Context: an optimization exercise on an open-source flow, tuned for small area and a short achievable clock period. The choices shown serve that exercise and are no tape-out recipe.
In this exercise RTL edits were held to simulation tests only and were not proved equivalent to the original.
Power is estimated from default activity; no workload was simulated.

File: design/flow/flow/run.sh
#!/bin/bash
# Standard ORFS layout (the standard.sh, unchanged synthesis), with the
# timing repair steps asked to leave setup slack margin so that they
# optimise for a shorter period than the 14 ns constraint, and the port
# buffers made as plain buf_2 cells (the resizer still sizes them).
set -euo pipefail
bash standard.sh SETUP_SLACK_MARGIN=10.4 \
  "BUFFER_PORTS_ARGS=-buffer_cell sky130_fd_sc_hd__buf_2" finish > standard_flow.log 2>&1
File: design/flow/standard.sh
#!/bin/bash
# synth_recipe.tcl (not shown) runs the flow's synth.tcl, then flattens the netlist and writes it again
# the make line also repeats each setting of config.mk as NAME=value (left out here)
make -C /OpenROAD-flow-scripts/flow DESIGN_CONFIG=/design/flow/config.mk WORK_HOME=/design/flow/orfs CLKGATE_MAP_FILE= SYNTH_SCRIPT=/design/flow/synth_recipe.tcl "${@:-finish}"
File: design/flow/config.mk
export PLATFORM = sky130hd
export DESIGN_NAME = cpu_top
export DESIGN_NICKNAME = cpu_top
export VERILOG_FILES = /design/flow/design.v
export SDC_FILE = /design/flow/constraint.sdc
export NUM_CORES = 4
export LEC_CHECK = 0
export ABC_AREA = 1
export CAP_MARGIN = 20
export CORE_MARGIN = 2
export CORE_UTILIZATION = 50
export CTS_BUF_LIST = sky130_fd_sc_hd__clkbuf_8
export SLEW_MARGIN = 20
export TNS_END_PERCENT = 5
File: design/flow/constraint.sdc
create_clock -name core_clock -period 14.0 [get_ports {clk}]
set_input_delay 2.8000 -clock core_clock [delete_from_list [all_inputs] [get_ports {clk}]]
set_output_delay 2.8000 -clock core_clock [all_outputs]
set_load 0.01 [all_outputs]
File: design/flow/design.v
`timescale 1ns/10ps
module prefix_add #(parameter int W = 32) (
    input  logic [W-1:0] a, b,
    input  logic         cin,
    output logic [W-1:0] sum,
    output logic         cout
);
    logic [W:0] g, p;
    always_comb begin
        g[0] = cin;
        p[0] = 1'b0;
        for (int k = 1; k <= W; k++) begin
            g[k] = a[k-1] & b[k-1];
            p[k] = a[k-1] ^ b[k-1];
        end
        for (int l = 0; (1 << l) <= W; l++)
            for (int k = 0; k <= W; k++)
                if ((k >> l) & 1) begin
                    g[k] = g[k] | (p[k] & g[((k >> l) << l) - 1]);
                    p[k] = p[k] & p[((k >> l) << l) - 1];
                end
    end
    always_comb
        for (int i = 0; i < W; i++)
            sum[i] = a[i] ^ b[i] ^ g[i];
    assign cout = g[W];
endmodule
`timescale 1ns/10ps
module branch_cond (
    input  logic [3:0] cc,
    input  logic       n, z, c, v,
    output logic       taken
);
    always_comb begin
        case (cc)
            4'b0000: taken = z;
            4'b0001: taken = !z;
            4'b0010: taken = c;
            4'b0011: taken = !c;
            4'b0100: taken = n;
            4'b0101: taken = !n;
            4'b0110: taken = v;
            4'b0111: taken = !v;
            4'b1000: taken = c && !z;
            4'b1001: taken = !c || z;
            4'b1010: taken = n == v;
            4'b1011: taken = n != v;
            4'b1100: taken = !z && (n == v);
            4'b1101: taken = z || (n != v);
            default: taken = 1'b0;
        endcase
    end
endmodule
module idec (
    input  logic [15:0] i,
    output logic [ 3:0] ra1,      
    output logic [ 2:0] ra2,      
    output logic [ 3:0] wa,       
    output logic        rw,       
    output logic        alusrc,   
    output logic        bl, bx, b, cb
);
    logic addsub_reg, addsub_imm, movimm, dp, sdi, mov, ldr, sp, cmp, dp_rw;
    assign addsub_reg = i[15:10] == 6'b000110;
    assign addsub_imm = i[15:10] == 6'b000111;
    assign movimm     = i[15:11] == 5'b00100;
    assign dp         = i[15:10] == 6'b010000;
    assign sdi        = i[15:10] == 6'b010001;
    assign mov        = sdi && i[9:8] == 2'b10;
    assign bx         = sdi && i[9:7] == 3'b110;
    assign bl         = sdi && i[9:6] == 4'b0100;
    assign ldr        = i[15:11] == 5'b01101;
    assign sp         = i[15:8] == 8'b10110000;
    assign cb         = i[15:12] == 4'b1101;
    assign b          = i[15:11] == 5'b11100;
    assign cmp        = dp && i[9:6] == 4'b1010;
    assign dp_rw      = dp && (i[9:6] == 4'b0000 || i[9:6] == 4'b0001 || i[9:6] == 4'b0010
                            || i[9:6] == 4'b0011 || i[9:6] == 4'b0100 || i[9:6] == 4'b0111
                            || i[9:6] == 4'b1100 || i[9:6] == 4'b1111);
    assign ra1    = sp ? 4'd13 : (mov || bx) ? i[6:3] : cmp ? {1'b0, i[2:0]} : {1'b0, i[5:3]};
    assign ra2    = addsub_reg ? i[8:6] : cmp ? i[5:3] : i[2:0];
    assign wa     = bl ? 4'd14 : sp ? 4'd13 : {1'b0, movimm ? i[10:8] : i[2:0]};
    assign rw     = addsub_reg || addsub_imm || movimm || dp_rw || mov || ldr || sp || bl;
    assign alusrc = addsub_imm || movimm || ldr || sp;
endmodule
`timescale 1ns/10ps
module cpu_top (
    input  logic clk,
    input  logic rst,
    input  logic activate,  
    input  logic isolate,   
    output logic [31:0] imem_addr,
    input  logic [15:0] imem_data,
    output logic [31:0] dmem_addr,
    output logic        dmem_wren,
    output logic        dmem_rden,
    output logic [31:0] dmem_wrdata,
    input  logic [31:0] dmem_rddata
);
    logic [31:0] pc, pc_prev;
    logic [15:0] instr;
    logic [31:0] r [0:7];
    logic [31:0] r13, r14;
    logic        n_reg, z_reg, c_reg, v_reg;
    logic        rst_q;      
    logic [31:0] a_ex, b_ex;
    logic [ 4:0] imm_ex;         
    logic        str_ex, add_ex, sub_ex, sh_ex;
    logic [ 3:0] lut_ex;         
    logic [ 1:0] shop_ex;        
    logic        lsl_ex;
    logic [ 3:0] fm_ex;          
    logic        rw_ex, mw_ex, mr_ex, bl_ex;
    logic [ 3:0] wa_ex;
    logic [31:0] exo_mem, wd_mem;
    logic        rw_mem, mw_mem, mr_mem;
    logic [ 3:0] wa_mem;
    logic [31:0] wb_val;
    logic        rw_wb;
    logic [ 3:0] wa_wb;
    logic d_addsub_reg, d_addsub_imm, d_movimm, d_dp, d_sdi, d_mov, d_bx, d_bl;
    logic d_ldr, d_str, d_sp, d_cb, d_b, d_cmp;
    logic [3:0] dpop;
    assign dpop         = instr[9:6];
    assign d_addsub_reg = instr[15:10] == 6'b000110;
    assign d_addsub_imm = instr[15:10] == 6'b000111;
    assign d_movimm     = instr[15:11] == 5'b00100;
    assign d_dp         = instr[15:10] == 6'b010000;
    assign d_sdi        = instr[15:10] == 6'b010001;
    assign d_mov        = d_sdi && instr[9:8] == 2'b10;
    assign d_bx         = d_sdi && instr[9:7] == 3'b110;
    assign d_bl         = d_sdi && instr[9:6] == 4'b0100;
    assign d_ldr        = instr[15:11] == 5'b01101;
    assign d_str        = instr[15:11] == 5'b01100;
    assign d_sp         = instr[15:8] == 8'b10110000;
    assign d_cb         = instr[15:12] == 4'b1101;
    assign d_b          = instr[15:11] == 5'b11100;
    assign d_cmp        = d_dp && dpop == 4'b1010;
    logic dp_and, dp_eor, dp_shift, dp_orr, dp_mvn;
    assign dp_and   = d_dp && dpop == 4'b0000;
    assign dp_eor   = d_dp && dpop == 4'b0001;
    assign dp_shift = d_dp && (dpop == 4'b0010 || dpop == 4'b0011 || dpop == 4'b0100 || dpop == 4'b0111);
    assign dp_orr   = d_dp && dpop == 4'b1100;
    assign dp_mvn   = d_dp && dpop == 4'b1111;
    logic [2:0] rd;
    logic [3:0] wa;
    assign rd  = d_movimm ? instr[10:8] : instr[2:0];
    assign wa  = d_bl ? 4'd14 : d_sp ? 4'd13 : {1'b0, rd};
    logic dec_rw, dec_add, dec_sub, dec_alusrc;
    logic [3:0] dec_lut, dec_fm;
    logic [7:0] dec_imm;
    assign dec_rw = d_addsub_reg || d_addsub_imm || d_movimm || dp_and || dp_eor || dp_shift
                 || dp_orr || dp_mvn || d_mov || d_ldr || d_sp || d_bl;
    assign dec_add = ((d_addsub_reg || d_addsub_imm) && !instr[9]) || d_ldr || d_str || (d_sp && !instr[7]);
    assign dec_sub = ((d_addsub_reg || d_addsub_imm) &&  instr[9]) || d_cmp || (d_sp && instr[7]);
    assign dec_alusrc = d_addsub_imm || d_movimm || d_ldr || d_sp;
    always_comb begin
        if (d_movimm)    dec_lut = 4'b1010;  
        else if (dp_and) dec_lut = 4'b1000;
        else if (dp_eor) dec_lut = 4'b0110;
        else if (dp_orr) dec_lut = 4'b1110;
        else if (dp_mvn) dec_lut = 4'b0011;
        else             dec_lut = 4'b1100;  
    end
    always_comb begin
        if (d_addsub_reg || d_addsub_imm || d_cmp) dec_fm = 4'b1111;
        else if (dp_shift)                         dec_fm = 4'b1110;
        else if (d_movimm || dp_and || dp_eor || dp_orr || dp_mvn) dec_fm = 4'b1100;
        else                                       dec_fm = 4'b0000;
    end
    always_comb begin
        if (d_addsub_imm)        dec_imm = {5'b0, instr[8:6]};
        else if (d_ldr || d_str) dec_imm = {3'b0, instr[10:6]};
        else if (d_sp)           dec_imm = {1'b0, instr[6:0]};
        else                     dec_imm = instr[7:0];
    end
    logic [31:0] b2, sum;
    logic [31:0] low;            
    logic        c31, c32;
    assign b2  = b_ex;
    logic [31:0] pg, pp, hp;
    always_comb begin
        pg[0] = sub_ex;
        pp[0] = 1'b0;
        for (int k = 1; k < 32; k++) begin
            pg[k] = a_ex[k-1] & b2[k-1];
            pp[k] = a_ex[k-1] ^ b2[k-1];
        end
        hp = pp;
        for (int l = 0; l < 5; l++)
            for (int k = 0; k < 32; k++)
                if ((k >> l) & 1) begin
                    pg[k] = pg[k] | (hp[k] & pg[((k >> l) << l) - 1]);
                    hp[k] = hp[k] & hp[((k >> l) << l) - 1];
                end
    end
    always_comb
        for (int k = 0; k < 31; k++)
            low[k] = a_ex[k] ^ b2[k] ^ pg[k];
    assign low[31] = pg[31];
    assign c31 = low[31];
    assign sum = {a_ex[31] ^ b2[31] ^ c31, low[30:0]};
    assign c32 = (a_ex[31] & b2[31]) | ((a_ex[31] | b2[31]) & c31);
    logic [31:0] lg;
    always_comb
        for (int i = 0; i < 32; i++)
            lg[i] = lut_ex[{a_ex[i], b_ex[i]}];
    logic [31:0] hx;
    logic        zsum;
    always_comb begin
        hx[0] = (a_ex[0] ^ b2[0]) ~^ sub_ex;
        for (int i = 1; i < 32; i++)
            hx[i] = (a_ex[i] ^ b2[i]) ~^ (a_ex[i-1] | b2[i-1]);
    end
    assign zsum = &hx;
    logic addsub_ex;
    assign addsub_ex = add_ex || sub_ex;
    logic alu_n, alu_z, alu_c, alu_v;
    assign alu_n = addsub_ex ? sum[31] : lg[31];
    assign alu_z = addsub_ex ? zsum : ~|lg;
    assign alu_c = addsub_ex && (c32 ^ sub_ex);
    assign alu_v = addsub_ex && (a_ex[31] == b2[31]) && (a_ex[31] != sum[31]);
    logic [1:0] fn_x, fc_x, fv_x, fz_y;
    always_comb
        for (int x = 0; x < 2; x++) begin
            fn_x[x] = fm_ex[3] ? (addsub_ex ? (a_ex[31] ^ b2[31] ^ x[0]) : lg[31]) : n_reg;
            fc_x[x] = fm_ex[1] ? (addsub_ex && (((a_ex[31] & b2[31]) | ((a_ex[31] | b2[31]) & x[0])) ^ sub_ex)) : c_reg;
            fv_x[x] = fm_ex[0] ? (addsub_ex && (a_ex[31] == b2[31]) && (a_ex[31] != (a_ex[31] ^ b2[31] ^ x[0]))) : v_reg;
        end
    assign fz_y[0] = fm_ex[2] ? 1'b0 : z_reg;
    assign fz_y[1] = fm_ex[2] ? 1'b1 : z_reg;
    logic [4:0]  k, rot;
    logic        big, lsl, asr, ror, allfill, fill;
    logic [31:0] rv, wrapm, shr;
    assign k    = a_ex[4:0];
    assign big  = |a_ex[31:6];
    assign lsl  = lsl_ex;
    assign asr  = shop_ex == 2'b10;
    assign ror  = shop_ex == 2'b11;
    assign rot  = k ^ {5{lsl}};
    assign fill = asr && b_ex[31];
    assign allfill = big || (a_ex[5] && !ror);
    always_comb begin
        rv = lsl ? {b_ex[0], b_ex[31:1]} : b_ex;
        if (rot[0]) rv = {rv[ 0:0], rv[31: 1]};
        if (rot[1]) rv = {rv[ 1:0], rv[31: 2]};
        if (rot[2]) rv = {rv[ 3:0], rv[31: 4]};
        if (rot[3]) rv = {rv[ 7:0], rv[31: 8]};
        if (rot[4]) rv = {rv[15:0], rv[31:16]};
    end
    always_comb
        for (int i = 0; i < 32; i++)
            wrapm[i] = lsl ? (i < k) : ((i + k) >= 32 && !(ror && !a_ex[5]));
    always_comb
        for (int i = 0; i < 32; i++)
            shr[i] = (allfill || wrapm[i]) ? fill : rv[i];
    logic [31:0] ex_out, str_addr;
    prefix_add #(32) add_str (.a(a_ex), .b({27'b0, imm_ex}), .cin(1'b0), .sum(str_addr), .cout());
    assign ex_out = addsub_ex ? sum[31:0] : sh_ex ? shr : lg;
    logic [31:0] mem_out, mem_nold;
    assign mem_nold = exo_mem;
    assign mem_out  = mr_mem ? dmem_rddata : mem_nold;
    assign dmem_addr   = exo_mem;
    assign dmem_wren   = mw_mem;
    assign dmem_rden   = mr_mem;
    assign dmem_wrdata = wd_mem;
    logic [15:0] iw;
    logic [ 3:0] if_ra1;
    logic [ 2:0] if_ra2;
    logic        if_alusrc, if_bl, if_bx, if_b, if_cb, if_g2;
    assign iw = imem_data;
    idec dec_if (.i(iw), .ra1(if_ra1), .ra2(if_ra2), .wa(), .rw(), .alusrc(if_alusrc),
                 .bl(if_bl), .bx(if_bx), .b(if_b), .cb(if_cb));
    assign if_g2 = !if_bl && !if_alusrc;
    logic [3:0] ra1_q;
    logic [2:0] ra2_q;
    logic       alusrc_q, bl_q, bx_q, b_q, cb_q;
    logic       fe1, fm1, fw1, fe2, fm2, fw2;
    always_ff @(posedge clk) begin
        ra1_q    <= if_ra1;
        ra2_q    <= if_ra2;
        alusrc_q <= if_alusrc;
        bl_q     <= !rst && if_bl;
        bx_q     <= !rst && if_bx;
        b_q      <= !rst && if_b;
        cb_q     <= !rst && if_cb;
        fe1 <= dec_rw && wa == if_ra1;
        fm1 <= rw_ex  && wa_ex  == if_ra1;
        fw1 <= rw_mem && wa_mem == if_ra1;
        fe2 <= if_g2 && dec_rw && wa == {1'b0, if_ra2};
        fm2 <= if_g2 && rw_ex  && wa_ex  == {1'b0, if_ra2};
        fw2 <= if_g2 && rw_mem && wa_mem == {1'b0, if_ra2};
    end
    logic [31:0] rf1, rf2;
    always_comb begin
        case (ra1_q)
            4'd0, 4'd1, 4'd2, 4'd3, 4'd4, 4'd5, 4'd6, 4'd7: rf1 = r[ra1_q[2:0]];
            4'd13:   rf1 = r13;
            4'd14:   rf1 = r14;
            4'd15:   rf1 = bx_q ? pc : pc_inc;   
            default: rf1 = 32'b0;
        endcase
    end
    logic [31:0] imm32;
    assign imm32 = {24'b0, dec_imm};
    assign rf2 = alusrc_q ? imm32 : bl_q ? pc_inc : r[ra2_q];
    logic [31:0] pc_inc;
    prefix_add #(32) add_inc (.a(pc), .b(32'b0), .cin(1'b1), .sum(pc_inc), .cout());
    logic        ld1, ld2;
    logic [31:0] d1, d2;
    assign ld1   = !fe1 && fm1 && mr_mem;
    assign ld2   = !fe2 && fm2 && mr_mem;
    assign d1    = ld1 ? dmem_rddata : fe1 ? ex_out : fm1 ? mem_nold : (fw1 && !bx_q) ? wb_val : rf1;
    assign d2    = ld2 ? dmem_rddata : fe2 ? ex_out : fm2 ? mem_nold : fw2 ? wb_val : rf2;
    logic [3:0] cond_xy;
    logic       cond;
    branch_cond bc0 (.cc(instr[11:8]), .n(fn_x[0]), .z(fz_y[0]), .c(fc_x[0]), .v(fv_x[0]), .taken(cond_xy[0]));
    branch_cond bc1 (.cc(instr[11:8]), .n(fn_x[1]), .z(fz_y[0]), .c(fc_x[1]), .v(fv_x[1]), .taken(cond_xy[1]));
    branch_cond bc2 (.cc(instr[11:8]), .n(fn_x[0]), .z(fz_y[1]), .c(fc_x[0]), .v(fv_x[0]), .taken(cond_xy[2]));
    branch_cond bc3 (.cc(instr[11:8]), .n(fn_x[1]), .z(fz_y[1]), .c(fc_x[1]), .v(fv_x[1]), .taken(cond_xy[3]));
    assign cond = cond_xy[{alu_z, c31}];
    logic [31:0] imm_br, br_tgt, pc_next;
    logic        taken;
    assign imm_br = bl_q ? {{26{instr[5]}}, instr[5:0]}
                  : b_q  ? {{21{instr[10]}}, instr[10:0]}
                  :        {{24{instr[7]}}, instr[7:0]};
    prefix_add #(32) add_br (.a(pc_prev), .b(imm_br), .cin(1'b0), .sum(br_tgt), .cout());
    assign taken  = b_q || bl_q || (cb_q && cond);
    assign pc_next = taken ? br_tgt : bx_q ? d1 : pc_inc;
    assign imem_addr = pc;
    always_ff @(posedge clk) begin
        pc      <= rst ? 32'b0 : pc_next;
        pc_prev <= pc;
        instr   <= rst ? 16'b0 : imem_data;
        rst_q   <= rst;
        a_ex      <= d1;
        b_ex      <= d2 ^ {32{dec_sub}};
        imm_ex    <= instr[10:6];
        str_ex    <= d_str;
        add_ex    <= dec_add;
        sub_ex    <= dec_sub;
        sh_ex     <= dp_shift;
        shop_ex   <= {dpop[2], dpop[0]};
        lsl_ex    <= dpop[3:0] == 4'b0010;
        lut_ex    <= dec_lut;
        wa_ex     <= wa;
        fm_ex     <= rst ? 4'b0 : dec_fm;
        rw_ex     <= !rst && dec_rw;
        mw_ex     <= !rst && d_str;
        mr_ex     <= !rst && d_ldr;
        bl_ex     <= d_bl;
        exo_mem <= bl_ex ? b_ex : str_ex ? str_addr : ex_out;
        wd_mem  <= (rw_mem && wa_mem == wa_ex) ? mem_out : b_ex;
        rw_mem  <= rw_ex;
        mw_mem  <= mw_ex;
        mr_mem  <= mr_ex;
        wa_mem  <= wa_ex;
        wb_val <= mem_out;
        rw_wb  <= rw_mem;
        wa_wb  <= wa_mem;
        if (rst_q) begin
            n_reg <= 1'b0; z_reg <= 1'b0; c_reg <= 1'b0; v_reg <= 1'b0;
        end else begin
            if (fm_ex[3]) n_reg <= alu_n;
            if (fm_ex[2]) z_reg <= alu_z;
            if (fm_ex[1]) c_reg <= alu_c;
            if (fm_ex[0]) v_reg <= alu_v;
        end
    end
    logic [31:0] rf_wd;
    logic [ 9:0] rf_we;      
    assign rf_wd = rst_q ? 32'b0 : wb_val;
    always_comb begin
        for (int i = 0; i < 8; i++)
            rf_we[i] = rst_q || (rw_wb && wa_wb == i);
        rf_we[8] = rst_q || (rw_wb && wa_wb == 4'd13);
        rf_we[9] = rst_q || (rw_wb && wa_wb == 4'd14);
    end
    always_ff @(posedge clk) begin
        for (int i = 0; i < 8; i++)
            if (rf_we[i]) r[i] <= rf_wd;
        if (rf_we[8]) r13 <= rf_wd;
        if (rf_we[9]) r14 <= rf_wd;
    end
endmodule
==> results.py, run 1 <==
metrics = {
    "critical_path": {
        "r2r_end": "pc[4]",
        "regToRegSetupSlack_ns": 10.26,
        "crit_type": "register to output pin",
        "crit_buf_inv": 1,
        "slowest_delay_ns": 0.35,
        "critPathSlowestCell": "dfxtp_2",
        "critPathCaptureType": "output pin",
        "path_max_fanout": 2,
        "crit_arrival_ns": 1.26,
        "crit_required_ns": 11.20,
        "r2r-start": "lsl_ex",
        "critPathTopFamily": "flip-flops",
        "path_cells": "buf_2",
        "cp-start-kind": "register",
        "reg2regPathDepth": 17,
    },
    "floorplanning": {
        "die_w_um": 281.3,
        "rows": 101,
        "initial_core_util_pct": 50.52,
        "io_pins": 150,
        "die_area_um2": 79100,
        "die_h_um": 281.3,
        "coreArea_um2": 76080,
    },
    "global_route": {
        "grt_start_max_net_pins": 67,
        "first_global_vias": 34611,
        "track_usage_pct": 39.32,
        "antenna_found_initial": 9,
        "overflow": 0,
        "grt_pass1_wl_um": 228900,
    },
    "layout": {
        "finalInstanceArea_um2": 43800,
        "num-fill-cells": 7400,
        "drive_above_1_share_pct": 13.83,
        "layout_commonest_cell": "nand2_1",
        "final_cell_mix": "nand2_1 (1428), inv_1 (568), nand3_1 (568), nor2_1 (337), o21ai_0 (321)",
        "ff_latch_area_um2": 15870,
        "multiInputGateArea_um2": 19970,
        "fin_nets": 5585,
        "top_register": "r",
        "largest_reg_flops": 256,
        "syn2layout_area_growth_pct": 13.96,
    },
    "pwr": {
        "p_leak_nw": 19.39,
        "ir_drop_mv": 0.07607,
        "power.total_mw": 6.079,
        "power.density_nw_per_um2": 138.8,
    },
    "clocking": {
        "insertion_delay_ns": 0.80,
        "clock-sinks": 620,
        "clk_pin_slew_ns": 0.07,
        "clock-root-buffer": "clkbuf_8",
        "clk_path_buf_depth": 3,
        "cts_tree": "done",
        "cts-htree-levels": 3,
        "numCtsBuffers": 106,
    },
    "synth": {
        "synth_area_um2": 38430,
        "synth.yosys.warnings": 5,
        "syn_inst": 5244,
        "syn_area_per_cell_um2": 7.329,
        "ys_ff_latch": 620,
        "synth-async-reset-ratio_pct": 0,
        "ys.flop_type": "edfxtp_1",
        "ys_types": 69,
        "synth_edf_count": 320,
        "synth_nets": 5412,
        "ys_seq_area_share_pct": 40.63,
    },
    "hold_path": {
        "min_path_cells": 0,
        "hold_class": "register to register",
        "hp-start": "mr_ex",
        "worst_hold_path.endpoint": "mr_mem",
    },
    "route": {
        "ant_nets": 0,
        "drt_wl_total_um": 160400,
        "drt_iter0_drc": 5263,
        "vias": 39107,
        "wl_per_cell_um": 24.55,
        "viasPerCell": 5.984,
        "first_pass_iters": 8,
        "drc": 0,
    },
    "outcome": {
        "outcome": "complete, no violations",
    },
    "placed_design": {
        "gp_congestion": 0.9935,
        "post-place-ws_ns": 9.274,
        "postPlaceCellArea_um2": 40010,
        "port_buffers": 147,
        "dp_hpwl_um": 114100,
    },
    "timing": {
        "min_period_ns": 4.063,
        "timing.final.crit_share_pct": 29.02,
        "setup_viol_count_final": 0,
        "fin_setup_tns_ns": 0,
        "finClkSkew_ns": 0.08692,
        "fmax_mhz": 246.1,
        "slew_viol_final": 0,
        "rsz0062_at_grt": "true",
        "tightest_slew_ns": 1.108,
        "hold_violations": 0,
        "layout_setup_ws_ns": 9.937,
        "slew-limit-headroom_pct": 25.69,
        "holdWs_ns": 0.3283,
    },
    "run": {
        "drv_cap": 0,
    },
}
synth_stat cells (12+ instances only):
| library cell | instances | share of area, % |
|---|---|---|
| nand3b_1 | 18 | 0.35 |
| a221oi_1 | 18 | 0.41 |
| nand3_2 | 12 | 0.31 |
| clkbuf_1 | 128 | 1.3 |
| nand4_1 | 61 | 0.99 |
| fa_1 | 13 | 0.68 |
| o211ai_1 | 70 | 1.4 |
| nor4_1 | 25 | 0.41 |
| a22oi_1 | 47 | 0.92 |
| o22ai_1 | 89 | 1.4 |
| nand2_2 | 15 | 0.24 |
| buf_2 | 79 | 1.0 |
| ha_1 | 103 | 3.4 |
| o21ai_0 | 330 | 4.3 |
| buf_6 | 15 | 0.44 |
| a21oi_1 | 262 | 3.4 |
| inv_1 | 553 | 5.4 |
| nand2_1 | 1436 | 14 |
| or2_2 | 28 | 0.46 |
| xnor2_1 | 18 | 0.41 |
| nand3_1 | 573 | 7.5 |
| edfxtp_1 | 320 | 25 |
| dfxtp_1 | 300 | 16 |
| inv_2 | 22 | 0.21 |
| xor2_1 | 83 | 1.9 |
| a22o_1 | 28 | 0.64 |
| nor3_1 | 51 | 0.66 |
| o21ai_1 | 34 | 0.44 |
| nor2_1 | 343 | 3.3 |
worst max path at each step:
stage,from,endpoint,depth (start not counted)
detailed placement,imem_data[11],fw1,9
CTS,exo_mem[18],dmem_addr[18],1
global route,exo_mem[20],dmem_addr[20],1
global placement,imem_data[14],fm1,8
floorplan,imem_data[11],fw1,9
finish,exo_mem[25],dmem_addr[25],1
metal layers:
layer	global-route usage (%)	part of all wire, %	vias to the layer above
met3	9.668	13	362
met2	57.18	41	2443
li1	-	-	18024
met1	55.75	41	18270
met4	15.86	4.4	8
met5	0	0.029	-
area by class of cell:
type	count	share of cell area, %
antenna	1	0.005713
clock buffer	120	3.771
clock inverter	75	1.288
inverter	587	5.162
multi-input combinational	3795	45.60
sequential	620	36.24
tap	1030	2.942
timing repair buffer	304	4.934
timing repair inverter	3	0.05142
timing repair:
action / CTS / global route
hold buffers: 0 / 0
setup endpoints to repair: 236 / 188
pin swaps: 1 / 19
gates resized for setup: 142 / 151
cloned: 3 / 5
buffers inserted: 37 / 47
per-stage QoR:
| stage | utilization (%) | cells |
|---|---|---|
| floorplan | - | 5244 |
| global placement | 52.59 | 6247 |
| detailed placement | 52.59 | 6247 |
| CTS | 56.33 | 6482 |
| global route | 57.57 | 6535 |
| finish | 57.57 | 6535 |
kinds of logic (layout without fill, tap and decap cells):
kind of cell,count (synthesis),in the layout,synth area share [%]
buffers and inverters,832,1089,8.838
other,0,1,0
adders and majority gates,116,116,4.030
xor gates and xnor gates,104,104,2.429
DFF,620,620,40.63
and+or+nand+nor,2594,2597,29.02
AOI/OAI and AO/OA,978,978,15.06
where the power goes:
group          leakage, nW  switching (mW)  total [mW]  internal (mW)
clock network         1.27           0.823        1.73          0.908
registers             5.81           0.204        2.42           2.22
logic                 12.3            1.32        1.93          0.605
==> run 2: changes to the inputs <==
--- a/design/flow/config.mk
+++ b/design/flow/config.mk
@@ -9,6 +9,7 @@
 export CAP_MARGIN = 20
 export CORE_MARGIN = 2
 export CORE_UTILIZATION = 50
-export CTS_BUF_LIST = sky130_fd_sc_hd__clkbuf_8
+export CTS_CLUSTER_DIAMETER = 70
+export CTS_CLUSTER_SIZE = 30
 export SLEW_MARGIN = 20
 export TNS_END_PERCENT = 5
==> results.py, run 2 <==
metrics = {
    "route": {
        "first_pass_iters": 6,
        "vias": 38528,
        "wl_met1_um": 66200,
        "drt_iter0_drc": 5753,
        "drc": 0,
        "met2_length_um": 65600,
        "maxUsedRoutingLayer": "met5",
        "viasPerCell": 6.016,
        "wl_met3_um": 19520,
        "wl_per_cell_um": 24.75,
        "drt_wl_total_um": 158500,
        "ant_nets": 0,
    },
    "synth": {
        "synth-compound-area-share_pct": 15.06,
        "synth.yosys.warnings": 5,
        "synth.top_cell.area_share_pct": 25.00,
        "synth_area_um2": 38430,
        "synth.area.mux_share_pct": 0,
        "synth_adder_area_share_pct": 4.030,
        "synth_nets": 5412,
        "syn_area_per_cell_um2": 7.329,
        "ys.flop_type": "edfxtp_1",
        "netlist_top_cells_count": "nand2_1 (1436), nand3_1 (573), inv_1 (553)",
        "synth_edf_count": 320,
        "synth-async-reset-ratio_pct": 0,
        "syn_inst": 5244,
        "synth_xor_area_share_pct": 2.429,
        "yosysTopAreaCell": "edfxtp_1",
        "ys_seq_area_share_pct": 40.63,
        "synth_area_leaders": "edfxtp_1 (25%), dfxtp_1 (16%), nand2_1 (14%)",
        "yosysMostFrequentCell": "nand2_1",
        "ys_types": 69,
        "ys_ff_latch": 620,
        "synth_top_family_by_area": "simple AND/OR/NAND/NOR gates",
        "synthSimpleGateAreaFrac_pct": 29.02,
    },
    "critical_path": {
        "crit_required_ns": 11.20,
        "crit_type": "register to output pin",
        "crit_buf_inv": 1,
        "path_max_fanout": 2,
        "slowest_delay_ns": 0.41,
        "critPathTopFamily": "flip-flops",
        "crit_arrival_ns": 1.16,
        "path_cells": "buf_2",
        "critPathSlowestCell": "dfxtp_1",
        "critPathCaptureType": "output pin",
        "cp-start-kind": "register",
        "regToRegSetupSlack_ns": 10.31,
    },
    "global_route": {
        "antenna_found_initial": 5,
        "first_global_vias": 34062,
        "overflow": 0,
        "grt_pass1_wl_um": 226900,
        "track_usage_pct": 39.01,
        "grt_start_max_net_pins": 67,
    },
    "placed_design": {
        "port_buffers": 147,
        "dp_hpwl_um": 114100,
        "gp_congestion": 0.9935,
        "dp_cells": 6247,
    },
    "pwr": {
        "power.density_nw_per_um2": 132.9,
        "p_leak_nw": 18.80,
        "ir_drop_mv": 0.1243,
        "power.total_mw": 5.690,
        "seqPwrFrac_pct": 42.3,
        "switchingPower_mw": 2.276,
        "pwr-share-clk_pct": 24.7,
        "netSwitchingFraction_pct": 39.99,
        "power.internal_mw": 3.415,
        "combPwrFrac_pct": 33.0,
    },
    "floorplanning": {
        "initial_core_util_pct": 50.52,
        "rows": 101,
        "io_pins": 150,
        "die_area_um2": 79100,
        "coreArea_um2": 76080,
        "die_h_um": 281.3,
        "die_w_um": 281.3,
    },
    "timing": {
        "min_period_ns": 3.963,
        "rsz0062_at_grt": "true",
        "slew_viol_final": 0,
        "fmax_mhz": 252.3,
        "hold_violations": 0,
        "holdWs_ns": 0.3281,
        "tightest_slew_ns": 1.152,
        "fin_setup_tns_ns": 0,
        "setup_viol_count_final": 0,
        "finClkSkew_ns": 0.06874,
        "timing.final.crit_share_pct": 28.31,
        "slew-limit-headroom_pct": 22.94,
    },
    "layout": {
        "fin_nets": 5509,
        "final_cell_mix": "nand2_1 (1427), nand3_1 (569), inv_1 (541), nor2_1 (337), o21ai_0 (322)",
        "stdcell_count": 6404,
        "layout_commonest_cell": "nand2_1",
        "final_util_pct": 56.26,
        "syn2layout_area_growth_pct": 11.36,
        "drive_above_1_share_pct": 11.73,
        "top_register": "r",
        "largest_reg_flops": 256,
    },
    "clocking": {
        "cts_tree": "done",
        "clk_path_buf_depth": 3,
        "insertion_delay_ns": 0.64,
        "cts-htree-levels": 2,
        "clock-sinks": 620,
        "clk_pin_slew_ns": 0.08,
        "numCtsBuffers": 41,
        "clock-root-buffer": "clkbuf_16",
    },
    "outcome": {
        "outcome": "complete, no violations",
    },
    "hold_path": {
        "hold_class": "register to register",
    },
    "run": {
        "drv_cap": 0,
    },
}
[run 2: metal layers]
layer  track usage [%]  vias up
met5                 0        -
met4             14.83        6
met3             8.779      315
met2             57.06     2349
met1             55.92    18027
li1                  -    17831
[run 2: kinds of logic after synthesis]
logic type	count (synthesis)
and+or+nand+nor	2594
AOI/OAI and AO/OA	978
buffers and inverters	832
DFF	620
adders and majority gates	116
xor gates and xnor gates	104
[run 2: timing repair]
item / 4_1_cts / 5_1_grt
hold endpoints to repair: 0 / 0
hold buffers: 0 / 0
buffers inserted: 55 / 19
setup endpoints to repair: 237 / 156
gates cloned: 4 / 3
pin swaps: 5 / 13
resized for setup: 171 / 54
[run 2: layout make-up]
| type | instances | area (um2) |
|---|---|---|
| flip-flops and latches | 620 | 15850 |
| well taps | 1030 | 1289 |
| fillers | 7456 | 33270 |
| clock buffers | 45 | 1115 |
| clock inverters | 30 | 405.4 |
| multi-input cells | 3794 | 19870 |
| inverters | 587 | 2247 |
| repair inverters | 3 | 17.52 |
| repair buffers | 294 | 2013 |
| diodes | 1 | 2.502 |
[run 2: stage by stage]
step	setup WS (ns)	area, um2
after floorplan	9.773	38450
after global placement	9.279	40010
after detailed placement	9.274	40010
after CTS	10.04	42420
after global routing	9.957	42800
final	10.04	42800
[run 2: final timing paths]
path / start / to / cells past startpoint
worst max register to register: imm_ex[2] / pc[21] / 15
worst max-delay path: exo_mem[20] / dmem_addr[20] / 1
worst min-delay path: mr_ex / mr_mem / 0
worst min register to register: mr_ex / mr_mem / 0
[run 2: power groups by stage]
stage	Sequential, mW	Clock, mW	Combinational [mW]
global route	2.43	1.48	2.04
global placement	2.44	0	1.74
detailed placement	2.44	0	1.74
finish	2.40	1.41	1.88
floorplan	2.38	0	1.15
CTS	2.40	1.42	1.81
==> run 3: changes to the inputs <==
--- a/design/flow/config.mk
+++ b/design/flow/config.mk
@@ -9,7 +9,5 @@
 export CAP_MARGIN = 20
 export CORE_MARGIN = 2
 export CORE_UTILIZATION = 50
-export CTS_CLUSTER_DIAMETER = 70
-export CTS_CLUSTER_SIZE = 30
 export SLEW_MARGIN = 20
 export TNS_END_PERCENT = 5
==> results.py, run 3 <==
metrics = {
    "global_route": {
        "grt_start_max_net_pins": 67,
        "overflow": 0,
        "first_global_vias": 34494,
        "antenna_found_initial": 6,
        "grt_pass1_wl_um": 228700,
        "track_usage_pct": 39.35,
    },
    "run": {
        "drv_cap": 0,
    },
    "placed_design": {
        "gp_congestion": 0.9935,
        "dp_cells": 6247,
        "dp_hpwl_um": 114100,
        "port_buffers": 147,
    },
    "route": {
        "vias": 38783,
        "wl_met3_um": 19800,
        "maxUsedRoutingLayer": "met5",
        "wl_per_cell_um": 24.62,
        "first_pass_iters": 6,
        "wl_met1_um": 66230,
        "drt_wl_total_um": 158800,
        "ant_nets": 0,
        "viasPerCell": 6.011,
        "met2_length_um": 65900,
        "drt_iter0_drc": 5787,
        "drc": 0,
    },
    "synth": {
        "ys_ff_latch": 620,
        "yosysMostFrequentCell": "nand2_1",
        "syn_area_per_cell_um2": 7.329,
        "synth_edf_count": 320,
        "synth_nets": 5412,
        "ys_seq_area_share_pct": 40.63,
        "synth-async-reset-ratio_pct": 0,
        "ys_types": 69,
        "yosysTopAreaCell": "edfxtp_1",
        "synth.top_cell.area_share_pct": 25.00,
        "ys.flop_type": "edfxtp_1",
        "synth_area_leaders": "edfxtp_1 (25%), dfxtp_1 (16%), nand2_1 (14%)",
        "synth.yosys.warnings": 5,
        "synth_area_um2": 38430,
        "syn_inst": 5244,
        "netlist_top_cells_count": "nand2_1 (1436), nand3_1 (573), inv_1 (553)",
    },
    "timing": {
        "hold_violations": 0,
        "holdWs_ns": 0.3239,
        "setup_viol_count_final": 0,
        "rsz0062_at_grt": "true",
        "tightest_slew_ns": 1.180,
        "min_period_ns": 3.968,
        "fin_setup_tns_ns": 0,
        "fmax_mhz": 252.0,
        "finClkSkew_ns": 0.05577,
        "slew_viol_final": 0,
        "timing.final.crit_share_pct": 28.35,
        "slew-limit-headroom_pct": 21.02,
    },
    "clocking": {
        "clock-sinks": 620,
        "numCtsBuffers": 70,
        "clk_pin_slew_ns": 0.06,
        "clk_path_buf_depth": 3,
        "hold_buffers": 0,
        "cts_tree": "done",
        "insertion_delay_ns": 0.67,
        "clock-root-buffer": "clkbuf_16",
        "cts-htree-levels": 3,
    },
    "layout": {
        "layout_commonest_cell": "nand2_1",
        "stdcell_count": 6452,
        "num-fill-cells": 7319,
        "final_cell_mix": "nand2_1 (1427), nand3_1 (568), inv_1 (540), nor2_1 (336)",
        "multiInputGateArea_um2": 19860,
        "drive_above_1_share_pct": 12.49,
        "ff_latch_area_um2": 15840,
        "largest_reg_flops": 256,
        "top_register": "r",
        "fin_nets": 5533,
        "syn2layout_area_growth_pct": 13.71,
    },
    "critical_path": {
        "critPathCaptureType": "output pin",
        "cp-start-kind": "register",
        "crit_buf_inv": 1,
        "slowest_delay_ns": 0.39,
        "crit_arrival_ns": 1.17,
        "path_max_fanout": 2,
        "crit_required_ns": 11.20,
        "critPathSlowestCell": "dfxtp_4",
        "crit_type": "register to output pin",
        "path_cells": "buf_2",
        "critPathTopFamily": "flip-flops",
    },
    "floorplanning": {
        "coreArea_um2": 76080,
        "initial_core_util_pct": 50.52,
        "die_h_um": 281.3,
        "io_pins": 150,
        "rows": 101,
        "die_w_um": 281.3,
        "die_area_um2": 79100,
    },
    "pwr": {
        "power.density_nw_per_um2": 143.5,
        "power.total_mw": 6.272,
        "p_leak_nw": 19.24,
        "ir_drop_mv": 0.1184,
    },
    "outcome": {
        "outcome": "complete, no violations",
    },
    "hold_path": {
        "hold_class": "register to register",
    },
}
[run 3: cell counts after synthesis]
No cell type changed its count.
[run 3: worst paths after layout]
check                            startpoint       endpoint  slack [ns]  cells past startpoint
worst max register to register     ra1_q[0]         pc[29]       10.18                     14
worst min-delay path                  mr_ex         mr_mem        0.32                      0
worst max-delay path            exo_mem[14]  dmem_addr[14]       10.03                      1
worst min register to register        mr_ex         mr_mem        0.32                      0
[run 3: power breakdown]
group	switching (mW)	internal (mW)	total, mW
Clock	0.841	1.15	1.99
Sequential	0.204	2.21	2.42
Combinational	1.30	0.562	1.86
[run 3: layer usage]
layer	up-vias	GRT usage [%]
li1	17893	-
met1	18175	55.86
met2	2372	57.57
met3	335	9.319
met4	8	15.59
met5	-	0
[run 3: layout make-up]
cell class                 count  share of cell area, %
sequential                   620                  36.25
clock buffer                  84                  4.406
timing repair inverter         3                0.04581
clock inverter                44                  1.340
tap                         1030                  2.949
inverter                     587                  5.139
timing repair buffer         289                  4.426
antenna                        1               0.005726
multi-input combinational   3794                  45.44
[run 3: repair_timing]
action / in CTS / in global routing
pin swaps: 12 / 21
cloned: 4 / 1
setup buffers: 51 / 20
gates resized for setup: 182 / 44
setup endpoints to repair: 238 / 152
[run 3: metrics by stage]
stage / utilization (%) / cell area [um2] / setup slack (ns)
after floorplan: - / 38450 / 9.773
after global placement: 52.59 / 40010 / 9.279
after detailed placement: 52.59 / 40010 / 9.274
after CTS: 57.06 / 43410 / 10.04
after global routing: 57.45 / 43700 / 9.916
final: 57.45 / 43700 / 10.03
[run 3: kinds of logic after synthesis]
logic type,Yosys count,share of synthesized area [%]
buffers and inverters,832,8.838
xor gates and xnor gates,104,2.429
DFF,620,40.63
and+or+nand+nor,2594,29.02
adders and majority gates,116,4.030
AOI/OAI and AO/OA,978,15.06
==> run 4: changes to the inputs <==
--- a/design/flow/config.mk
+++ b/design/flow/config.mk
@@ -9,5 +9,7 @@
 export CAP_MARGIN = 20
 export CORE_MARGIN = 2
 export CORE_UTILIZATION = 50
+export CTS_CLUSTER_DIAMETER = 100
+export CTS_CLUSTER_SIZE = 20
 export SLEW_MARGIN = 20
 export TNS_END_PERCENT = 5
==> results.py, run 4 <==
metrics = {
    "outcome": {
        "outcome": "complete, no violations",
    },
    "placed_design": {
        "dp_cells": 6247,
        "post-place-ws_ns": 9.274,
        "gp_congestion": 0.9935,
        "port_buffers": 147,
        "dp_hpwl_um": 114100,
    },
    "global_route": {
        "antenna_found_initial": 4,
        "first_global_vias": 33895,
        "grt_start_max_net_pins": 67,
        "grt_pass1_wl_um": 226000,
        "track_usage_pct": 38.77,
        "overflow": 0,
    },
    "synth": {
        "ys_ff_latch": 620,
        "syn_area_per_cell_um2": 7.329,
        "synth_nets": 5412,
        "synth_area_um2": 38430,
        "synth_area_leaders": "edfxtp_1 (25%), dfxtp_1 (16%), nand2_1 (14%)",
        "synth.top_cell.area_share_pct": 25.00,
        "yosysMostFrequentCell": "nand2_1",
        "synth_edf_count": 320,
        "ys_seq_area_share_pct": 40.63,
        "ys_types": 69,
        "netlist_top_cells_count": "nand2_1 (1436), nand3_1 (573), inv_1 (553)",
        "synth.yosys.warnings": 5,
        "synth-async-reset-ratio_pct": 0,
        "ys.flop_type": "edfxtp_1",
        "syn_inst": 5244,
        "yosysTopAreaCell": "edfxtp_1",
    },
    "route": {
        "drt_wl_total_um": 156800,
        "ant_nets": 0,
        "first_pass_iters": 6,
        "vias": 38306,
        "drc": 0,
        "drt_iter0_drc": 5582,
        "wl_per_cell_um": 24.68,
        "viasPerCell": 6.030,
    },
    "timing": {
        "layout_setup_ws_ns": 9.980,
        "hold_violations": 0,
        "fin_setup_tns_ns": 0,
        "fmax_mhz": 248.7,
        "slew_viol_final": 0,
        "finClkSkew_ns": 0.04033,
        "slew-limit-headroom_pct": 24.47,
        "timing.final.crit_share_pct": 28.72,
        "tightest_slew_ns": 1.126,
        "setup_viol_count_final": 0,
        "rsz0062_at_grt": "true",
        "min_period_ns": 4.020,
    },
    "critical_path": {
        "crit_arrival_ns": 4.50,
        "crit_type": "input port to register",
        "critPathCaptureType": "register",
        "path_max_fanout": 4,
        "cp-start-kind": "input port",
        "crit_required_ns": 14.48,
    },
    "floorplanning": {
        "rows": 101,
        "die_w_um": 281.3,
        "initial_core_util_pct": 50.52,
        "io_pins": 150,
        "die_area_um2": 79100,
        "die_h_um": 281.3,
        "coreArea_um2": 76080,
    },
    "layout": {
        "fin_nets": 5463,
        "top_register": "r",
        "layout_commonest_cell": "nand2_1",
        "final_util_pct": 55.06,
        "stdcell_count": 6353,
        "final_cell_mix": "nand2_1 (1430), nand3_1 (571), inv_1 (544), nor2_1 (337)",
        "largest_reg_flops": 256,
        "drive_above_1_share_pct": 10.32,
        "syn2layout_area_growth_pct": 8.988,
    },
    "clocking": {
        "numCtsBuffers": 39,
        "hold_buffers": 0,
        "clk_pin_slew_ns": 0.09,
        "clock-sinks": 620,
        "cts-htree-levels": 2,
        "insertion_delay_ns": 0.62,
        "clk_path_buf_depth": 3,
        "cts_tree": "done",
        "clock-root-buffer": "clkbuf_16",
    },
    "pwr": {
        "power.density_nw_per_um2": 129.9,
        "p_leak_nw": 18.36,
        "ir_drop_mv": 0.09963,
    },
    "hold_path": {
        "hold_class": "register to register",
    },
    "run": {
        "drv_cap": 0,
    },
}
==> run 4: per-layer routing <==
metal	track usage, %	vias to the layer above	routed length [um]
met3	8.155	331	18450
met4	15.13	4	7188
met1	55.62	18026	66110
li1	-	17716	-
met5	0	-	24
met2	56.91	2229	65050
==> run 4: cell type report <==
cell class | count | area [um2]
Clock inverter | 8 | 98.84
Multi-Input combinational cell | 3794 | 19820
Timing Repair Buffer | 251 | 1592
Tap cell | 1030 | 1289
Sequential cell | 620 | 15780
Fill cell | 7523 | 34190
Timing Repair inverter | 2 | 12.51
Antenna cell | 2 | 5.005
Clock buffer | 59 | 1051
Inverter | 587 | 2241
==> run 4: critical path, cell delays in order <==
cell       delay [ns]
buf_2            0.15
inv_4            0.06
nand3_2          0.09
nor4_4           0.21
nand2_2          0.14
buf_6            0.15
buf_4            0.12
o211ai_1         0.18
o21ai_2          0.16
xor2_1           0.17
a2111oi_1        0.27
==> run 4: path summary, 6_finish.rpt <==
path                 from      to  slack, ns  cells after the start
max          imem_data[6]     fw2       9.98                     11
min                 mr_ex  mr_mem       0.33                      0
max reg2reg        lsl_ex  pc[27]      10.06                     18
min reg2reg         mr_ex  mr_mem       0.33                      0
==> run 4: kinds of logic (layout without fill, tap and decap cells) <==
group	after synthesis	count (layout)	share of synthesized area, %
simple gates	2594	2596	29.02
compound gates	978	978	15.06
buf+inv	832	907	8.838
flops	620	620	40.63
fa+ha+maj	116	116	4.030
xor+xnor	104	104	2.429
other cells	0	2	0
==> run 4: timing repair <==
action	in CTS	in global routing
gates cloned	4	0
endpoints found under the setup margin	239	156
pin swaps	13	10
setup buffers	24	9
gates resized for setup	148	25
==> run 4: per-stage QoR <==
| stage | power, mW | cell area, um2 | hold WS (ns) |
|---|---|---|---|
| 5_1_grt | 5.684 | 41880 | 0.3431 |
| 4_1_cts | 5.385 | 41720 | 0.3289 |
| 2_1_floorplan | 3.532 | 38450 | 0.3096 |
| 6_report | 5.441 | 41890 | 0.3283 |
| 3_3_place_gp | 4.174 | 40010 | 0.3120 |
| 3_5_place_dp | 4.183 | 40010 | 0.3120 |
==> run 4: report_power, final <==
group / total, mW / internal (mW) / switching, mW
clock network: 1.21 / 0.536 / 0.670
logic: 1.82 / 0.537 / 1.28
registers: 2.41 / 2.21 / 0.207
==> run 5: changes to the inputs <==
--- a/design/flow/config.mk
+++ b/design/flow/config.mk
@@ -9,7 +9,7 @@
 export CAP_MARGIN = 20
 export CORE_MARGIN = 2
 export CORE_UTILIZATION = 50
-export CTS_CLUSTER_DIAMETER = 100
-export CTS_CLUSTER_SIZE = 20
+export CTS_CLUSTER_DIAMETER = 80
+export CTS_CLUSTER_SIZE = 25
 export SLEW_MARGIN = 20
 export TNS_END_PERCENT = 5
==> results.py, run 5 <==
metrics = {
    "outcome": {
        "outcome": "complete, no violations",
    },
    "critical_path": {
        "crit_type": "register to output pin",
        "path_cells": "buf_2",
        "crit_arrival_ns": 1.23,
        "cp-start-kind": "register",
        "critPathSlowestCell": "dfxtp_1",
        "critPathTopFamily": "flip-flops",
        "slowest_delay_ns": 0.43,
        "critPathCaptureType": "output pin",
        "path_max_fanout": 2,
        "crit_buf_inv": 1,
        "crit_required_ns": 11.20,
    },
    "synth": {
        "syn_area_per_cell_um2": 7.329,
        "yosysMostFrequentCell": "nand2_1",
        "synth-async-reset-ratio_pct": 0,
        "synth_edf_count": 320,
        "netlist_top_cells_count": "nand2_1 (1436), nand3_1 (573), inv_1 (553)",
        "ys_ff_latch": 620,
        "synth_area_um2": 38430,
        "yosysTopAreaCell": "edfxtp_1",
        "synth.top_cell.area_share_pct": 25.00,
        "synth.yosys.warnings": 5,
        "synth_nets": 5412,
        "ys_types": 69,
        "syn_inst": 5244,
        "ys_seq_area_share_pct": 40.63,
        "ys.flop_type": "edfxtp_1",
        "synth_area_leaders": "edfxtp_1 (25%), dfxtp_1 (16%), nand2_1 (14%)",
    },
    "route": {
        "wl_per_cell_um": 24.64,
        "drt_iter0_drc": 5775,
        "drc": 0,
        "viasPerCell": 6.041,
        "ant_nets": 0,
        "vias": 38405,
        "first_pass_iters": 6,
        "drt_wl_total_um": 156600,
    },
    "floorplanning": {
        "die_area_um2": 79100,
        "initial_core_util_pct": 50.52,
        "coreArea_um2": 76080,
        "io_pins": 150,
        "die_w_um": 281.3,
        "die_h_um": 281.3,
        "rows": 101,
    },
    "global_route": {
        "met1_usage_pct": 55.61,
        "track_usage_pct": 38.81,
        "first_global_vias": 33869,
        "grt.met3_usage_pct": 8.189,
        "antenna_found_initial": 6,
        "grt_start_max_net_pins": 67,
        "grtUsageMet2_pct": 57.14,
        "overflow": 0,
        "grt_pass1_wl_um": 225800,
        "busiest_layer": "met2",
    },
    "layout": {
        "drive_above_1_share_pct": 10.74,
        "final_cell_mix": "nand2_1 (1431), nand3_1 (570), inv_1 (543), nor2_1 (338), o21ai_0 (321)",
        "fin_nets": 5469,
        "top_register": "r",
        "stdcell_count": 6357,
        "largest_reg_flops": 256,
        "antenna_cells": 0,
        "layout_commonest_cell": "nand2_1",
        "syn2layout_area_growth_pct": 9.600,
    },
    "placed_design": {
        "dp_hpwl_um": 114100,
        "port_buffers": 147,
        "gp_congestion": 0.9935,
        "dp_cells": 6247,
    },
    "clocking": {
        "numCtsBuffers": 37,
        "clk_pin_slew_ns": 0.11,
        "cts_tree": "done",
        "clock-root-buffer": "clkbuf_16",
        "insertion_delay_ns": 0.64,
        "cts-htree-levels": 2,
        "clk_path_buf_depth": 3,
        "clock-sinks": 620,
        "hold_buffers": 0,
    },
    "timing": {
        "tightest_slew_ns": 1.160,
        "slew_viol_final": 0,
        "hold_violations": 0,
        "setup_viol_count_final": 0,
        "fmax_mhz": 248.3,
        "finClkSkew_ns": 0.03742,
        "slew-limit-headroom_pct": 22.40,
        "rsz0062_at_grt": "true",
        "fin_setup_tns_ns": 0,
        "timing.final.crit_share_pct": 28.76,
        "min_period_ns": 4.027,
    },
    "pwr": {
        "power.density_nw_per_um2": 131.5,
        "switchingPower_mw": 2.203,
        "netSwitchingFraction_pct": 39.75,
        "seqPwrFrac_pct": 43.5,
        "power.internal_mw": 3.338,
        "combPwrFrac_pct": 33.1,
        "p_leak_nw": 18.48,
        "pwr-share-clk_pct": 23.3,
        "ir_drop_mv": 0.1071,
    },
    "hold_path": {
        "hold_class": "register to register",
    },
    "run": {
        "drv_cap": 0,
    },
}
## run 5: cell type report
cell class              instances  area (um2)
clock buffers                  45        1008
clock inverters                20       297.8
fillers                      7495       33950
inverters                     587        2238
multi-input cells            3794       19830
flip-flops and latches        620       15800
well taps                    1030        1289
repair buffers                259        1648
repair inverters                2       12.51
## run 5: path summary, 6_finish.rpt
kind	to	depth (start not counted)	from	slack [ns]
setup / recovery	dmem_addr[21]	1	exo_mem[21]	9.97
hold / removal	mr_mem	0	mr_ex	0.33
setup reg to reg	pc[27]	19	lsl_ex	10.21
hold reg to reg	mr_mem	0	mr_ex	0.33
## run 5: routing by layer
| metal | wire length, um | share of wire (%) |
|---|---|---|
| met5 | 34 | 0.022 |
| met2 | 65250 | 42 |
| met4 | 6755 | 4.3 |
| met3 | 18770 | 12 |
| met1 | 65830 | 42 |
## run 5: kinds of logic (layout without fill, tap and decap cells)
group | after synthesis | after routing | share of synthesized area (%)
buffers and inverters | 832 | 913 | 8.838
xor gates and xnor gates | 104 | 104 | 2.429
and+or+nand+nor | 2594 | 2596 | 29.02
AOI/OAI and AO/OA | 978 | 978 | 15.06
DFF | 620 | 620 | 40.63
adders and majority gates | 116 | 116 | 4.030
## run 5: power groups by stage
stage          Clock [mW]  Combinational [mW]  Sequential (mW)
6_report             1.29                1.84             2.41
5_1_grt              1.36                1.99             2.43
4_1_cts              1.30                1.78             2.40
3_5_place_dp            0                1.74             2.44
3_3_place_gp            0                1.74             2.44
2_1_floorplan           0                1.15             2.38
## run 5: per-stage QoR
| stage | hold WS, ns | power (mW) | instance area (um2) | utilization [%] | setup slack, ns |
|---|---|---|---|---|---|
| 5_1_grt | 0.3450 | 5.783 | 42120 | 55.37 | 9.920 |
| 4_1_cts | 0.3305 | 5.474 | 41860 | 55.03 | 10.00 |
| 2_1_floorplan | 0.3096 | 3.532 | 38450 | - | 9.773 |
| 3_3_place_gp | 0.3120 | 4.174 | 40010 | 52.59 | 9.279 |
| 3_5_place_dp | 0.3120 | 4.183 | 40010 | 52.59 | 9.274 |
| 6_report | 0.3299 | 5.540 | 42120 | 55.37 | 9.973 |
## run 5: repair_timing
action,4_1_cts,5_1_grt
endpoints found under the setup margin,238,149
pin swaps,4,12
setup buffers,23,18
cloned,4,0
resized for setup,138,38

what the ideal ports hide:
Ports are ideal in the flow. The routed layouts listed here were re-timed in OpenROAD. Step 1: set_driving_cell puts a clkbuf_16 on clk and a buf_2 on each other input, an assumption about the parent block. Step 2, shift: input delay + t, output delay - t, t = (earliest + latest rising clock arrival at the registers) / 2. This alone moves slack from input paths to output paths. Slacks: ideal / step 1 / step 2; pairs: ideal / step 1.
| run | t, ns | setup slack, ns | worst setup path after step 2 | latest minus earliest clock arrival (ns) | slew at the worst register clock pin (ns) |
|---|---|---|---|---|---|
| run 1 | 0.821 | 9.937 / 9.872 / 9.426 | input to register | 0.088 / 0.089 | 0.07 / 0.07 |
| run 2 | 0.677 | 10.037 / 9.967 / 9.415 | input to register | 0.069 / 0.069 | 0.10 / 0.10 |
| run 3 | 0.710 | 10.032 / 9.961 / 9.376 | input to register | 0.060 / 0.060 | 0.07 / 0.07 |
| run 4 | 0.668 | 9.980 / 9.951 / 9.349 | input to register | 0.041 / 0.041 | 0.10 / 0.10 |
| run 5 | 0.688 | 9.973 / 9.905 / 9.439 | input to register | 0.040 / 0.040 | 0.11 / 0.11 |
After both steps every run listed still meets setup and hold. The setup slack of run 3, which loses most, moves by -0.071 ns with the drivers and by -0.656 ns with both steps.
